Background: an optimization exercise with open tools, aiming at small area. Do not read the settings as production practice. Function was checked by simulation only, so behaviour that the tests miss may differ from the original. Power and IR drop assume default switching activity.

==> design.v <==
`timescale 1ns / 1ps
module debouncer(
   clk,       
   btn_in,
   btn_out
   );
   input clk;       
   input btn_in;
   output btn_out;
   reg r1, r2, r3;
   always @(posedge clk) begin
       r1 <= btn_in;
       r2 <= r1;
       r3 <= r2;
   end
   assign btn_out = r3;
endmodule
`timescale 1ns / 1ps
module clk5Hz(
    CLK,											 
    RST,											 
    CLKOUT										 
    );
	input CLK;
	input RST;
	output CLKOUT;
	reg CLKOUT;
	parameter cntEndVal = 24'h989680;
	reg [23:0] clkCount;
	always @(posedge CLK) begin
			if(RST == 1'b1) begin
					CLKOUT <= 1'b0;
					clkCount <= 24'h000000;
			end
			else begin
					if(clkCount == cntEndVal) begin
							CLKOUT <= ~CLKOUT;
							clkCount <= 24'h000000;
					end
					else begin
							clkCount <= clkCount + 1'b1;
					end
			end
	end
endmodule
`timescale 1ns / 1ps
module clk66kHZ(
        CLK,											 
    RST,											 
    CLKOUT,										 
    RISE,										 
    FALL										 
    );
	input CLK;
	input RST;
	output CLKOUT;
	output RISE;
	output FALL;
	reg CLKOUT;
	parameter cntEndVal = 10'b1011101110;
	reg [9:0] clkCount;
	assign RISE = ~RST & (clkCount == cntEndVal) & ~CLKOUT;
	assign FALL = ~RST & (clkCount == cntEndVal) & CLKOUT;
	always @(posedge CLK) begin
			if(RST == 1'b1) begin
					CLKOUT <= 1'b0;
					clkCount <= 10'b0000000000;
			end
			else begin
					if(clkCount == cntEndVal) begin
							CLKOUT <= ~CLKOUT;
							clkCount <= 10'b0000000000;
					end
					else begin
							clkCount <= clkCount + 1'b1;
					end
			end
	end
endmodule
`timescale 1ns / 1ps
module spiCtrl(
        CLK,
        EN,
        RST,
        sndRec,
        BUSY,
        DIN,
        RxData,
        SS,
        getByte,
        sndData,
        DOUT
    );
			input CLK;						 
			input EN;						 
			input RST;						 
			input sndRec;					 
			input BUSY;						 
			input [7:0] DIN;				 
			input [7:0] RxData;			 
			output SS;						 
			output getByte;				 
			output [7:0] sndData;		 
			output [39:0] DOUT;			 
			reg SS;
			reg getByte;
			reg [7:0] sndData;
			reg [39:0] DOUT;
			parameter [2:0] Idle = 3'd0,
								 Init = 3'd1,
								 Wait = 3'd2,
								 Check = 3'd3,
								 Done = 3'd4;
			reg [2:0] pState;
			reg [2:0] byteCnt;					 
			parameter byteEndVal = 3'd5;				 
			reg [39:0] tmpSR;		 
	always @(posedge CLK) begin
			if(RST == 1'b1) begin
					SS <= 1'b1;
					getByte <= 1'b0;
					sndData <= 8'h00;
					tmpSR <= 40'h0000000000;
					DOUT <= 40'h0000000000;
					byteCnt <= 3'd0;
					pState <= Idle;
			end
			else if(EN == 1'b1) begin
					case(pState)
								Idle : begin
										SS <= 1'b1;								 
										getByte <= 1'b0;						 
										sndData <= 8'h00;						 
										tmpSR <= 40'h0000000000;			 
										DOUT <= DOUT;							 
										byteCnt <= 3'd0;						 
										if(sndRec == 1'b1) begin
											pState <= Init;
										end
										else begin
											pState <= Idle;
										end
								end
								Init : begin
										SS <= 1'b0;								 
										getByte <= 1'b1;						 
										sndData <= DIN;						 
										tmpSR <= tmpSR;						 
										DOUT <= DOUT;							 
										if(BUSY == 1'b1) begin
												pState <= Wait;
												byteCnt <= byteCnt + 1'b1;	 
										end
										else begin
												pState <= Init;
										end
								end
								Wait : begin
										SS <= 1'b0;								 
										getByte <= 1'b0;						 
										sndData <= sndData;					 
										tmpSR <= tmpSR;						 
										DOUT <= DOUT;							 
										byteCnt <= byteCnt;					 
										if(BUSY == 1'b0) begin
												pState <= Check;
										end
										else begin
												pState <= Wait;
										end
								end
								Check : begin
										SS <= 1'b0;								 
										getByte <= 1'b0;						 
										sndData <= sndData;					 
										tmpSR <= {tmpSR[31:0], RxData};	 
										DOUT <= DOUT;							 
										byteCnt <= byteCnt;					 
										if(byteCnt == 3'd5) begin
												pState <= Done;
										end
										else begin
												pState <= Init;
										end
								end
								Done : begin
										SS <= 1'b1;							 
										getByte <= 1'b0;					 
										sndData <= 8'h00;					 
										tmpSR <= tmpSR;					 
										DOUT[39:0] <= tmpSR[39:0];		 
										byteCnt <= byteCnt;				 
										if(sndRec == 1'b0) begin
												pState <= Idle;
										end
										else begin
												pState <= Done;
										end
								end
								default : pState <= Idle;
						endcase
			end
	end
endmodule
`timescale 1ns / 1ps
module SPImode0(
    CLK,
    SCLKIN,
    RISE,
    FALL,
    RST,
    sndRec,
    DIN,
    MISO,
    MOSI,
    SCLK,
    BUSY,
    DOUT
    );
        input CLK;                         
        input SCLKIN;                      
        input RISE;                        
        input FALL;                        
        input RST;                         
        input sndRec;                     
        input [7:0] DIN;                 
        input MISO;                         
        output MOSI;                     
        output SCLK;                     
        output BUSY;                     
        output [7:0] DOUT;             
        wire MOSI;
        wire SCLK;
        wire [7:0] DOUT;
        reg BUSY;
        parameter [1:0] Idle = 2'd0,
                             Init = 2'd1,
                             RxTx = 2'd2,
                             Done = 2'd3;
        reg [4:0] bitCount;                             
        reg [7:0] rSR;                         
        reg [7:0] wSR;                         
        reg [1:0] pState;                     
        reg CE;                                         
        assign SCLK = (CE == 1'b1) ? SCLKIN : 1'b0;
        assign MOSI = wSR[7];
        assign DOUT = rSR;
        always @(posedge CLK) begin
                if(RST == 1'b1) begin
                        wSR <= 8'h00;
                end
                else if(FALL == 1'b1) begin
                        case(pState)
                                Idle : begin
                                        wSR <= DIN;
                                end
                                Init : begin
                                        wSR <= wSR;
                                end
                                RxTx : begin
                                        if(CE == 1'b1) begin
                                                wSR <= {wSR[6:0], 1'b0};
                                        end
                                end
                                Done : begin
                                        wSR <= wSR;
                                end
                        endcase
                end
        end
        always @(posedge CLK) begin
                if(RST == 1'b1) begin
                        rSR <= 8'h00;
                end
                else if(RISE == 1'b1) begin
                        case(pState)
                                Idle : begin
                                        rSR <= rSR;
                                end
                                Init : begin
                                        rSR <= rSR;
                                end
                                RxTx : begin
                                        if(CE == 1'b1) begin
                                                rSR <= {rSR[6:0], MISO};
                                        end
                                end
                                Done : begin
                                        rSR <= rSR;
                                end
                        endcase
                end
        end
        always @(posedge CLK) begin
                if(RST == 1'b1) begin
                        CE <= 1'b0;                 
                        BUSY <= 1'b0;             
                        bitCount <= 4'h0;         
                        pState <= Idle;         
                end
                else if(FALL == 1'b1) begin
                        case (pState)
                            Idle : begin
                                    CE <= 1'b0;                 
                                    BUSY <= 1'b0;             
                                    bitCount <= 4'd0;         
                                    if(sndRec == 1'b1) begin
                                        pState <= Init;
                                    end
                                    else begin
                                        pState <= Idle;
                                    end
                            end
                            Init : begin
                                    BUSY <= 1'b1;             
                                    bitCount <= 4'h0;         
                                    CE <= 1'b0;                 
                                    pState <= RxTx;         
                            end
                            RxTx : begin
                                    BUSY <= 1'b1;                         
                                    bitCount <= bitCount + 1'b1;     
                                    if(bitCount >= 4'd8) begin
                                            CE <= 1'b0;
                                    end
                                    else begin
                                            CE <= 1'b1;
                                    end
                                    if(bitCount == 4'd8) begin
                                            pState <= Done;
                                    end
                                    else begin
                                            pState <= RxTx;
                                    end
                            end
                            Done : begin
                                    CE <= 1'b0;             
                                    BUSY <= 1'b1;         
                                    bitCount <= 4'd0;     
                                    pState <= Idle;
                            end
                            default : pState <= Idle;
                        endcase
                end
        end
endmodule
`timescale 1ns / 1ps
module PmodJSTK(
        CLK,
			RST,
			sndRec,
			DIN,
			MISO,
			SS,
			SCLK,
			MOSI,
			DOUT
    );
			input CLK;						 
			input RST;						 
			input sndRec;					 
			input [7:0] DIN;				 
			input MISO;						 
			output SS;						 
			output SCLK;					 
			output MOSI;					 
			output [39:0] DOUT;			 
			wire SS;
			wire SCLK;
			wire MOSI;
			wire [39:0] DOUT;
			wire getByte;									 
			wire [7:0] sndData;							 
			wire [7:0] RxData;							 
			wire BUSY;										 
			wire iSCLK_rise;								 
			wire iSCLK_fall;								 
			wire iSCLK;										 
			spiCtrl SPI_Ctrl(
					.CLK(CLK),
					.EN(iSCLK_fall),
					.RST(RST),
					.sndRec(sndRec),
					.BUSY(BUSY),
					.DIN(DIN),
					.RxData(RxData),
					.SS(SS),
					.getByte(getByte),
					.sndData(sndData),
					.DOUT(DOUT)
			);
			SPImode0 SPI_Int(
					.CLK(CLK),
					.SCLKIN(iSCLK),
					.RISE(iSCLK_rise),
					.FALL(iSCLK_fall),
					.RST(RST),
					.sndRec(getByte),
					.DIN(sndData),
					.MISO(MISO),
					.MOSI(MOSI),
					.SCLK(SCLK),
					.BUSY(BUSY),
					.DOUT(RxData)
			);
			clk66kHZ SerialClock(
					.CLK(CLK),
					.RST(RST),
					.CLKOUT(iSCLK),
					.RISE(iSCLK_rise),
					.FALL(iSCLK_fall)
			);
endmodule
`timescale 1ns / 1ps
module VGAdriver(
    input clk,    
    input reset,         
    output video_on,     
    output hsync,        
    output vsync,        
    output p_tick,       
    output [9:0] x,      
    output [9:0] y       
    );
    parameter HD = 640;              
    parameter HF = 48;               
    parameter HB = 16;               
    parameter HR = 96;               
    parameter HMAX = HD+HF+HB+HR-1;  
    parameter VD = 480;              
    parameter VF = 10;               
    parameter VB = 33;               
    parameter VR = 2;                
    parameter VMAX = VD+VF+VB+VR-1;  
	reg  [1:0] r_25MHz;
	wire w_25MHz;
	always @(posedge clk)
		if(reset)
		  r_25MHz <= 0;
		else
		  r_25MHz <= r_25MHz + 1;
	assign w_25MHz = (r_25MHz == 0) ? 1 : 0;  
    reg [9:0] h_count_reg, h_count_next;
    reg [9:0] v_count_reg, v_count_next;
    reg v_sync_reg, h_sync_reg;
    wire v_sync_next, h_sync_next;
    always @(posedge clk)
        if(reset) begin
            v_count_reg <= 0;
            h_count_reg <= 0;
            v_sync_reg  <= 1'b0;
            h_sync_reg  <= 1'b0;
        end
        else begin
            v_count_reg <= v_count_next;
            h_count_reg <= h_count_next;
            v_sync_reg  <= v_sync_next;
            h_sync_reg  <= h_sync_next;
        end
    always @(posedge clk)                            
        if(reset)
            h_count_next <= 0;
        else if(w_25MHz)
            if(h_count_reg == HMAX)                  
                h_count_next <= 0;
            else
                h_count_next <= h_count_reg + 1;         
    always @(posedge clk)
        if(reset)
            v_count_next <= 0;
        else if(w_25MHz)
            if(h_count_reg == HMAX)                  
                if((v_count_reg == VMAX))            
                    v_count_next <= 0;
                else
                    v_count_next <= v_count_reg + 1;
    assign h_sync_next = (h_count_reg >= (HD+HB) && h_count_reg <= (HD+HB+HR-1));
    assign v_sync_next = (v_count_reg >= (VD+VB) && v_count_reg <= (VD+VB+VR-1));
    assign video_on = (h_count_reg < HD) && (v_count_reg < VD);  
    assign hsync  = h_sync_reg;
    assign vsync  = v_sync_reg;
    assign x      = h_count_reg;
    assign y      = v_count_reg;
    assign p_tick = w_25MHz;
endmodule
`timescale 1ns / 1ps
`timescale 1ns / 1ps
module pixelGenerator(
    clk, reset, up, down, video_on, x, y, switch, posdata, score, pause,
    rgb
    );
    input clk;  
    input reset;    
    input up;
    input down;
    input video_on;
    input [9:0] x;
    input [9:0] y;
    input [9:0] posdata;
    input switch;
    input pause;
    output reg score;
    output reg [11:0] rgb;
        parameter X_MAX = 639;
        parameter Y_MAX = 479;
        wire refresh_tick;
        assign refresh_tick = ((y == 481) && (x == 0)) ? 1 : 0;  
        parameter X_WALL_L = 32;    
        parameter X_WALL_R = 39;     
        parameter X_PAD_L = 600;
        parameter X_PAD_R = 603;     
        wire [9:0] y_pad_t, y_pad_b;
        parameter PAD_HEIGHT = 72;   
        reg [9:0] y_pad_reg, y_pad_next;
        parameter PAD_VELOCITY = 3;      
        parameter BALL_SIZE = 8;
        wire [9:0] x_ball_l, x_ball_r;
        wire [9:0] y_ball_t, y_ball_b;
        reg [9:0] y_ball_reg, x_ball_reg;
        wire [9:0] y_ball_next, x_ball_next;
        reg [9:0] x_delta_reg, x_delta_next;
        reg [9:0] y_delta_reg, y_delta_next;
        parameter BALL_VELOCITY_POS = 2;
        parameter BALL_VELOCITY_NEG = -2;
        wire [2:0] rom_addr, rom_col;    
        reg [7:0] rom_data;              
        wire rom_bit;                    
        always @(posedge clk)
            if(reset) begin
                y_pad_reg <= 0;
                x_ball_reg <= 10'd320;           
                y_ball_reg <= 10'd240;
                x_delta_reg <= 10'h002;
                y_delta_reg <= 10'h002;
            end else if(pause) begin
                y_pad_reg <= y_pad_reg;
                x_ball_reg <= x_ball_reg;
                y_ball_reg <= y_ball_reg;
                x_delta_reg <= x_delta_reg;
                y_delta_reg <= y_delta_reg;
            end else begin
                y_pad_reg <= y_pad_next;
                x_ball_reg <= x_ball_next;
                y_ball_reg <= y_ball_next;
                x_delta_reg <= x_delta_next;
                y_delta_reg <= y_delta_next;
            end
        always @*
            case(rom_addr)
                3'b000 :    rom_data = 8'b00111100;  
                3'b001 :    rom_data = 8'b01111110;  
                3'b010 :    rom_data = 8'b11111111;  
                3'b011 :    rom_data = 8'b11111111;  
                3'b100 :    rom_data = 8'b11111111;  
                3'b101 :    rom_data = 8'b11111111;  
                3'b110 :    rom_data = 8'b01111110;  
                3'b111 :    rom_data = 8'b00111100;  
            endcase
        wire wall_on, pad_on, sq_ball_on, ball_on;
        wire [11:0] wall_rgb, pad_rgb, ball_rgb, bg_rgb;
        assign wall_on = ((X_WALL_L <= x) && (x <= X_WALL_R)) ? 1 : 0;
        assign wall_rgb = 12'hAAA;       
        assign pad_rgb = 12'hAAA;        
        assign ball_rgb = 12'hFFF;       
        assign bg_rgb = 12'h111;        
        assign y_pad_t = y_pad_reg;                              
        assign y_pad_b = y_pad_t + PAD_HEIGHT - 1;               
        assign pad_on = (X_PAD_L <= x) && (x <= X_PAD_R) &&      
                        (y_pad_t <= y) && (y <= y_pad_b);
                always @* begin
                    if(switch == 1) begin
                    y_pad_next = y_pad_reg;      
                    if(refresh_tick)
                        if(up & (y_pad_t > PAD_VELOCITY))
                            y_pad_next = y_pad_reg - PAD_VELOCITY;
                        else if(down & (y_pad_b < (Y_MAX - PAD_VELOCITY))) 
                           y_pad_next = y_pad_reg + PAD_VELOCITY;
                    end else begin
                        y_pad_next = y_pad_reg;      
                        if(refresh_tick)
                            if((posdata > 10'd530) & (y_pad_t > PAD_VELOCITY))
                                y_pad_next = y_pad_reg - PAD_VELOCITY; 
                            else if((posdata < 10'd500) & (y_pad_b < (Y_MAX - PAD_VELOCITY)))
                                y_pad_next = y_pad_reg + PAD_VELOCITY;
                    end
                end
                assign x_ball_l = x_ball_reg;
                assign y_ball_t = y_ball_reg;
                assign x_ball_r = x_ball_l + BALL_SIZE - 1;
                assign y_ball_b = y_ball_t + BALL_SIZE - 1;
                assign sq_ball_on = (x_ball_l <= x) && (x <= x_ball_r) &&
                                    (y_ball_t <= y) && (y <= y_ball_b);
                assign rom_addr = y[2:0] - y_ball_t[2:0];    
                assign rom_col = x[2:0] - x_ball_l[2:0];     
                assign rom_bit = rom_data[rom_col];          
                assign ball_on = sq_ball_on & rom_bit;       
                assign x_ball_next = (refresh_tick) ? x_ball_reg + x_delta_reg : x_ball_reg;
                assign y_ball_next = (refresh_tick) ? y_ball_reg + y_delta_reg : y_ball_reg;    
                always @* begin
                    score = 1'b0;
                    x_delta_next = x_delta_reg;
                    y_delta_next = y_delta_reg;
                    if(y_ball_t < 1)                                             
                        y_delta_next = BALL_VELOCITY_POS;                        
                    else if(y_ball_b > Y_MAX)                                    
                        y_delta_next = BALL_VELOCITY_NEG;                        
                    else if(x_ball_l <= X_WALL_R)                                
                        x_delta_next = BALL_VELOCITY_POS;                        
                    else if((X_PAD_L <= x_ball_r) && (x_ball_r <= X_PAD_R) &&
                            (y_pad_t <= y_ball_b) && (y_ball_t <= y_pad_b)) begin     
                        x_delta_next = BALL_VELOCITY_NEG;                        
                        score = 1'b1;
                        end
                end  
                always @*
                    if(~video_on)
                        rgb = 12'h000;       
                    else
                        if(wall_on)
                            rgb = wall_rgb;      
                        else if(pad_on)
                            rgb = pad_rgb;       
                        else if(ball_on)
                            rgb = ball_rgb;      
                        else
                            rgb = bg_rgb;        
            endmodule
`timescale 1ns / 1ps
module scorecounter(
   input clk,
   input reset,
   input d_inc, d_clr,
   output [3:0] dig0, dig1, dig2, dig3
   );
   reg [3:0] r_dig0, r_dig1, r_dig2, r_dig3;
   reg d_inc_q;      
   always @(posedge clk)
       if(reset)
           d_inc_q <= 1'b0;
       else
           d_inc_q <= d_inc;
   always @(posedge clk)
       if(reset) begin
           r_dig3 <= 0;
           r_dig2 <= 0;
           r_dig1 <= 0;
           r_dig0 <= 0;
       end else begin
            if(d_inc & ~d_inc_q) begin
                if (r_dig0 == 9 && r_dig1 == 9) begin
                            r_dig0 <= 0;
                            r_dig1 <= 0;
                            if (r_dig2 == 9 && r_dig3 == 9) begin
                                r_dig2 <= 4'b0;
                                r_dig3 <= 4'b0;
                            end
                            else if (r_dig2 == 9) begin
                                r_dig2 <= 4'b0;
                                r_dig3 <= r_dig3 + 4'b1;
                            end
                            else begin
                                r_dig2 <= r_dig2 + 4'b1;
                            end
                        end
                        else if (r_dig0 == 9) begin
                            r_dig0 <= 4'b0;
                            r_dig1 <= r_dig1 + 4'b1;
                        end
                        else begin
                            r_dig0 <= r_dig0 + 4'b1;
                        end
                    end 
            end
   assign dig0 = r_dig0;
   assign dig1 = r_dig1;
   assign dig2 = r_dig2;
   assign dig3 = r_dig3;
endmodule
`timescale 1ns / 1ps
module sevenSeg(
		CLK,
		RST,
		DIN1,
		DIN2,
		DIN3,
        DIN4,
		AN,
		SEG
   );
			input CLK;						 
			input RST;						 
			input [3:0] DIN1;				 
			input [3:0] DIN2;				 
			input [3:0] DIN3;				 
			input [3:0] DIN4;				 
			output [3:0] AN;				 
			output [6:0] SEG;				 
			reg [3:0] AN;
			reg [6:0] SEG;
			parameter cntEndVal = 16'hC350;
			reg [15:0] clkCount;
			reg DCLK;
			reg [1:0] CNT;
			wire [15:0] bcdData1;
			wire [15:0] bcdData2;
			reg [3:0] muxData;
			always @(*) begin
					if(RST == 1'b1) begin
							muxData = 4'b0000;
					end
					else begin
							case (CNT)
									2'b00 : muxData = DIN1;
									2'b01 : muxData = DIN2;
									2'b10 : muxData = DIN3;
									2'b11 : muxData = DIN4;
							endcase
					end
			end
			always @(posedge CLK) begin
					if(RST == 1'b1) begin
							SEG <= 7'b1000000;
					end
					else if(DCLK == 1'b1) begin
							case (muxData)
									4'h0 : SEG <= 7'b1000000;   
									4'h1 : SEG <= 7'b1111001;   
									4'h2 : SEG <= 7'b0100100;   
									4'h3 : SEG <= 7'b0110000;   
									4'h4 : SEG <= 7'b0011001;   
									4'h5 : SEG <= 7'b0010010;   
									4'h6 : SEG <= 7'b0000010;   
									4'h7 : SEG <= 7'b1111000;   
									4'h8 : SEG <= 7'b0000000;   
									4'h9 : SEG <= 7'b0010000;   
									default : SEG <= 7'b1111111;
							endcase
					end
			end
			always @(posedge CLK) begin
					if(RST == 1'b1) begin
							AN <= 4'b0000;
					end
					else if(DCLK == 1'b1) begin
							case (CNT)
									4'h0 : AN <= 4'b1110;   
									4'h1 : AN <= 4'b1101;   
									4'h2 : AN <= 4'b1011;   
									4'h3 : AN <= 4'b0111;   
									default : AN <= 4'b1111;
							endcase
					end
			end	
			always @(posedge CLK) begin
					if(RST == 1'b1)
							CNT <= 2'b00;
					else if(DCLK == 1'b1)
							CNT <= CNT + 1'b1;
			end
			always @(posedge CLK) begin
							if(RST == 1'b1) begin
									DCLK <= 1'b0;
									clkCount <= 16'h0000;
							end
							else if(clkCount == cntEndVal) begin
									DCLK <= 1'b1;
									clkCount <= 16'h0000;
							end
							else begin
									DCLK <= 1'b0;
									clkCount <= clkCount + 1'b1;
							end
			end
endmodule
`timescale 1ns / 1ps
module top(
        clk, reset, up, down, hsync, vsync, rgb, pmod_switch, pause_switch,
         MISO, SW, SS, MOSI, SCLK, LED, an, seg
    );
     input clk;
     input reset;
     input up;
     input down;
     input pmod_switch;
     input pause_switch;
     output hsync;
     output vsync;
     output [11:0] rgb;
     input MISO;					 
     input [2:0] SW;             
     output SS;                     
     output MOSI;                 
     output SCLK;                 
     output [2:0] LED;			 
     output [3:0] an;			 
     output [6:0] seg;             
     wire w_reset, w_up, w_down, w_vid_on, w_p_tick;
     wire [9:0] w_x, w_y;
     reg [11:0] rgb_reg;
     wire [11:0] rgb_next;
     wire SS;						 
     wire MOSI;                     
     wire SCLK;                     
     reg [2:0] LED;                 
     wire [3:0] an;                 
     wire [6:0] seg;             
     wire [7:0] sndData;
     wire sndRec;
     wire [39:0] jstkData;
     wire [9:0] posData;
     wire score;
     wire [3:0] dig0, dig1, dig2, dig3;
     reg d_inc, d_clr;
     PmodJSTK PmodJSTK_Int(
             .CLK(clk),
             .RST(reset),
             .sndRec(sndRec),
             .DIN(sndData),
             .MISO(MISO),
             .SS(SS),
             .SCLK(SCLK),
             .MOSI(MOSI),
             .DOUT(jstkData)
                 );
      clk5Hz genSndRec(
             .CLK(clk),
             .RST(reset),
             .CLKOUT(sndRec)
     );
      assign posData = {jstkData[25:24], jstkData[39:32]};
      assign sndData = {8'b100000, {SW[1], SW[2]}};
      always @(*) begin
              if(reset == 1'b1) begin
                      LED = 3'b000;
              end
              else begin
                      LED = {jstkData[1], {jstkData[2], jstkData[0]}};
              end
      end
     VGAdriver vga(.clk(clk), .reset(w_reset), .video_on(w_vid_on), .hsync(hsync), .vsync(vsync), .p_tick(w_p_tick), .x(w_x), .y(w_y));
     pixelGenerator pg(.clk(clk), .reset(w_reset), .up(w_up), .down(w_down),.video_on(w_vid_on), .x(w_x), .y(w_y), .switch(pmod_switch), .posdata(posData), .score(score), .pause(pause_switch), .rgb(rgb_next));
     debouncer btReset(.clk(clk), .btn_in(reset), .btn_out(w_reset));
     debouncer btnU(.clk(clk), .btn_in(up), .btn_out(w_up));
     debouncer btnD(.clk(clk), .btn_in(down), .btn_out(w_down));
     scorecounter gs(.clk(clk), .reset(reset), .d_inc(d_inc), .d_clr(d_clr), .dig0(dig0), .dig1(dig1), .dig2(dig2), .dig3(dig3));
     sevenSeg display(
                              .CLK(clk),
                              .RST(reset),
                              .DIN1(dig0),
                              .DIN2(dig1),
                              .DIN3(dig2),
                              .DIN4(dig3),
                              .AN(an),
                              .SEG(seg)
                      );
      always @(*) begin
            d_clr = 1'b0; 
            d_inc = 1'b0;
            if(score)
                d_inc = 1'b1;
      end                
     always @(posedge clk)
         if(w_p_tick)
             rgb_reg <= rgb_next;
     assign rgb = rgb_reg;
endmodule
==> run.sh <==
#!/bin/bash
# synth_recipe.tcl (not shown) runs the flow's synth.tcl, then flattens the netlist and writes it again
# the make line also repeats each setting of config.mk as NAME=value (left out here)
make -C /OpenROAD-flow-scripts/flow DESIGN_CONFIG=/design/flow/config.mk WORK_HOME=/design/flow/orfs CLKGATE_MAP_FILE= SYNTH_SCRIPT=/design/flow/synth_recipe.tcl finish
==> config.mk <==
export PLATFORM = sky130hd
export DESIGN_NAME = top
export DESIGN_NICKNAME = top
export VERILOG_FILES = /design/flow/design.v
export SDC_FILE = /design/flow/constraint.sdc
export NUM_CORES = 4
export LEC_CHECK = 0
export CAP_MARGIN = 20
export CORE_MARGIN = 2
export CORE_UTILIZATION = 40
export SLEW_MARGIN = 20
==> constraint.sdc <==
create_clock -name core_clock -period 10.0 [get_ports {clk}]
set_input_delay 2.0000 -clock core_clock [delete_from_list [all_inputs] [get_ports {clk}]]
set_output_delay 2.0000 -clock core_clock [all_outputs]
set_load 0.01 [all_outputs]
==> results.txt <==
-- metal layers --
| metal | GRT usage (%) | routed length [µm] | vias to the layer above |
|---|---|---|---|
| met4 | 4.91 | 766 | 0 |
| met3 | 2.74 | 1120 | 55 |
| met1 | 22.4 | 14800 | 5286 |
| li1 | - | - | 5838 |
| met5 | 0 | 0 | - |
| met2 | 28.6 | 14300 | 186 |
-- kinds of logic after synthesis --
logic type / Yosys count / share of synthesized area, %
muxes: 24 / 1.75
AOI/OAI and AO/OA: 334 / 15.6
xor gates and xnor gates: 114 / 7.18
DFF: 258 / 37.1
and+or+nand+nor: 640 / 22.3
buffers and inverters: 167 / 4.76
adders and majority gates: 125 / 11.3
-- power by group --
part           internal (mW)  switching, mW
clock                  0.610          0.443
sequential              1.04        0.00681
combinational         0.0183         0.0317
total                   1.67          0.482
-- stage by stage --
step,util [%],std cells,setup WS (ps),power (mW)
floorplan,-,1662,5140,1.10
global placement,42.5,2081,4950,1.12
detailed placement,42.5,2081,4940,1.12
CTS,45.2,2135,4940,2.18
global route,45.2,2135,4870,2.22
finish,45.2,2135,4940,2.15
-- worst min-delay path by stage --
stage                     startpoint          to  slack (ps)
after global routing         btnD.r1     btnD.r2         330
after CTS                    btnU.r1     btnU.r2         330
after global placement    btReset.r1  btReset.r2         310
final                        btnD.r1     btnD.r2         330
after floorplan           btReset.r1  btReset.r2         310
after detailed placement     btnU.r1     btnU.r2         310
-- synthesized netlist by cell type, drive strengths merged (5+ instances only) --
cell,instances
dfxtp,255
nor2,216
nand2,123
ha,121
a21oi,96
inv,85
xnor2,69
nand3,65
clkbuf,64
o21ai,62
xor2,45
a22oi,40
nor3,38
nor2b,34
nand4,29
or3,26
mux2i,20
nor4,19
buf,17
nand2b,17
a211oi,16
and3,15
a21o,14
a31oi,12
and2,12
o21a,11
o22ai,11
a211o,10
or2,9
o2bb2ai,8
or4,8
o211ai,7
and4,6
nor3b,6
o21bai,5
-- critical path, stage by stage --
cell and delay, ps:
buf_4 410, nor2b_1 100, clkdlybuf4s50_1 500
-- area by class of cell --
| type | count | area share, % |
|---|---|---|
| clock inverter | 16 | 0.969 |
| timing repair buffer | 45 | 2.77 |
| sequential | 258 | 33.3 |
| inverter | 86 | 2.07 |
| tap | 455 | 3.64 |
| clock buffer | 38 | 5.05 |
| multi-input combinational | 1237 | 52.2 |
==> results.txt <==
most frequent cells in the layout=254 x dfxtp_1, 215 x nor2_1, 123 x nand2_1; Num Clock Sinks=258; Crit Path Max Fanout=52; P_leak=5.92 nW; I/O pins=41; crit path kind=in -> out; r2r startpoint=pg.y_ball_reg[1]; initial antenna violation count=0; Area growth syn-to-layout=11.5%; initial DRC count=504; worst hold path stage count=0; status=no timing/DRC/antenna violations; Worst Path Required=8000 ps; Post-CTS Setup Inserts=0; cts hold-fix bufs=0; sequential area share after synthesis=37.1%; Post-synth EDFFs=3; CP endpoint kind=primary output; Reg with most FFs=PmodJSTK_Int.SPI_Ctrl.tmpSR; Clk Latency, worst-skew pair=580 ps; min Tclk post-route=5060 ps; layout cell share with drive strength beyond 1=4.64%; drt drc=0; DP Area=0.0147 mm²; CP Launch Point=reset; drt pass-1 iters=5; Die H=191 µm; diode count=0; row count=68; endpoints failing setup=0; fill cell count=3438; Hold Fails Final Rpt=0; cells after synthesis=1662; final WL=31.0 mm; Antenna Nets Post-Route=0; clk_skew=23.2 ps; top_reg_cell synth=dfxtp_1; post-route cell area=0.0156 mm²; gpl congestion=0.828; register clock-pin slew on the reported worst setup and hold paths=60 ps; largest net degree at the start of global routing=88; commonest non-fill, non-tap cell in the layout=dfxtp_1; relative slew slack=32.9%; final period utilization=50.6%; synth top area cells=dfxtp_1 36%, ha_1 11%, nor2_1 5.8%; R2R Path End=gs.r_dig0[2]; Power Density=138 mW/mm²; vias in the first global route=10800; Avg WL per Cell=14.5 µm; measured slew at the worst slew-check pin=1000 ps; Root Driver=clkbuf_16; clock buffer depth=3; H-tree lvl count=1; routed via count=11400; core area=0.0345 mm²; Vias/cell=5.32; worst reg-to-reg path cell count=11; Critical Path AT=3060 ps; Critical Path Sink=LED[2]; Yosys top cell by area=dfxtp_1; Multi-input gate area=0.00816 mm²; max cap viols=0; clock buffer count from CTS=29; Min Hold Slack=325 ps; die extent in x=191 µm; Fmax=198 MHz; Register Area=0.00520 mm²; hpwl dp=21.3 mm; nets=1791; Yosys warnings=10; max-slew violations=0; total track usage=17.0%; Fin Setup TNS=0 ps; IO buf count=39; Synth Net Count=1796; Yosys cell types=78; crit path launch type=input port; Die ar.=0.0365 mm²; post-CTS resize count=0; Largest register FFs=40; RSZ-0062 raised after global routing=false; global-route wire length before repair=52.4 mm; initial core utilization=40.6%; ys async rst share=0%; mapped cell area=0.0140 mm²; Peak VDD IR=0.000118 V; Worst Hold Class=reg -> reg; CTS tree=done; area share of the largest cell type after synthesis=36.4%; largest registers=PmodJSTK_Int.SPI_Ctrl.tmpSR (40), genSndRec.clkCount (24), display.clkCount (16); Mean Syn Cell Area=8.43 µm²; Seq cells post-synth=258; Congestion Overflow GR=0; reg-to-reg setup timing slack=5780 ps

-- re-timing with driven ports --
In the flow no input, the clock included, has a driving cell. The finished layout below was timed again as built, in two steps. Step 1: set_driving_cell puts a clkbuf_16 on clk and a buf_2 on each other input, an assumption about the parent block. Step 2 times the ports against the registers' clock, not the clock port: input delays grow and output delays shrink by t, the midpoint of the rising clock arrivals with the driver on. a / b / c = ideal ports / drivers / drivers and shift; a / b = the first two.
t (ns): 0.616
slack for setup (ns): 4.944 / 4.913 / 4.913
worst hold slack (ns): 0.325 / 0.325 / 0.325
latest minus earliest clock arrival (ns): 0.024 / 0.024
pins driven straight from the clock port: 1
After both steps setup and hold are still met in this run. The setup slack of this run moves by -0.031 ns with the drivers and by -0.031 ns with both steps.
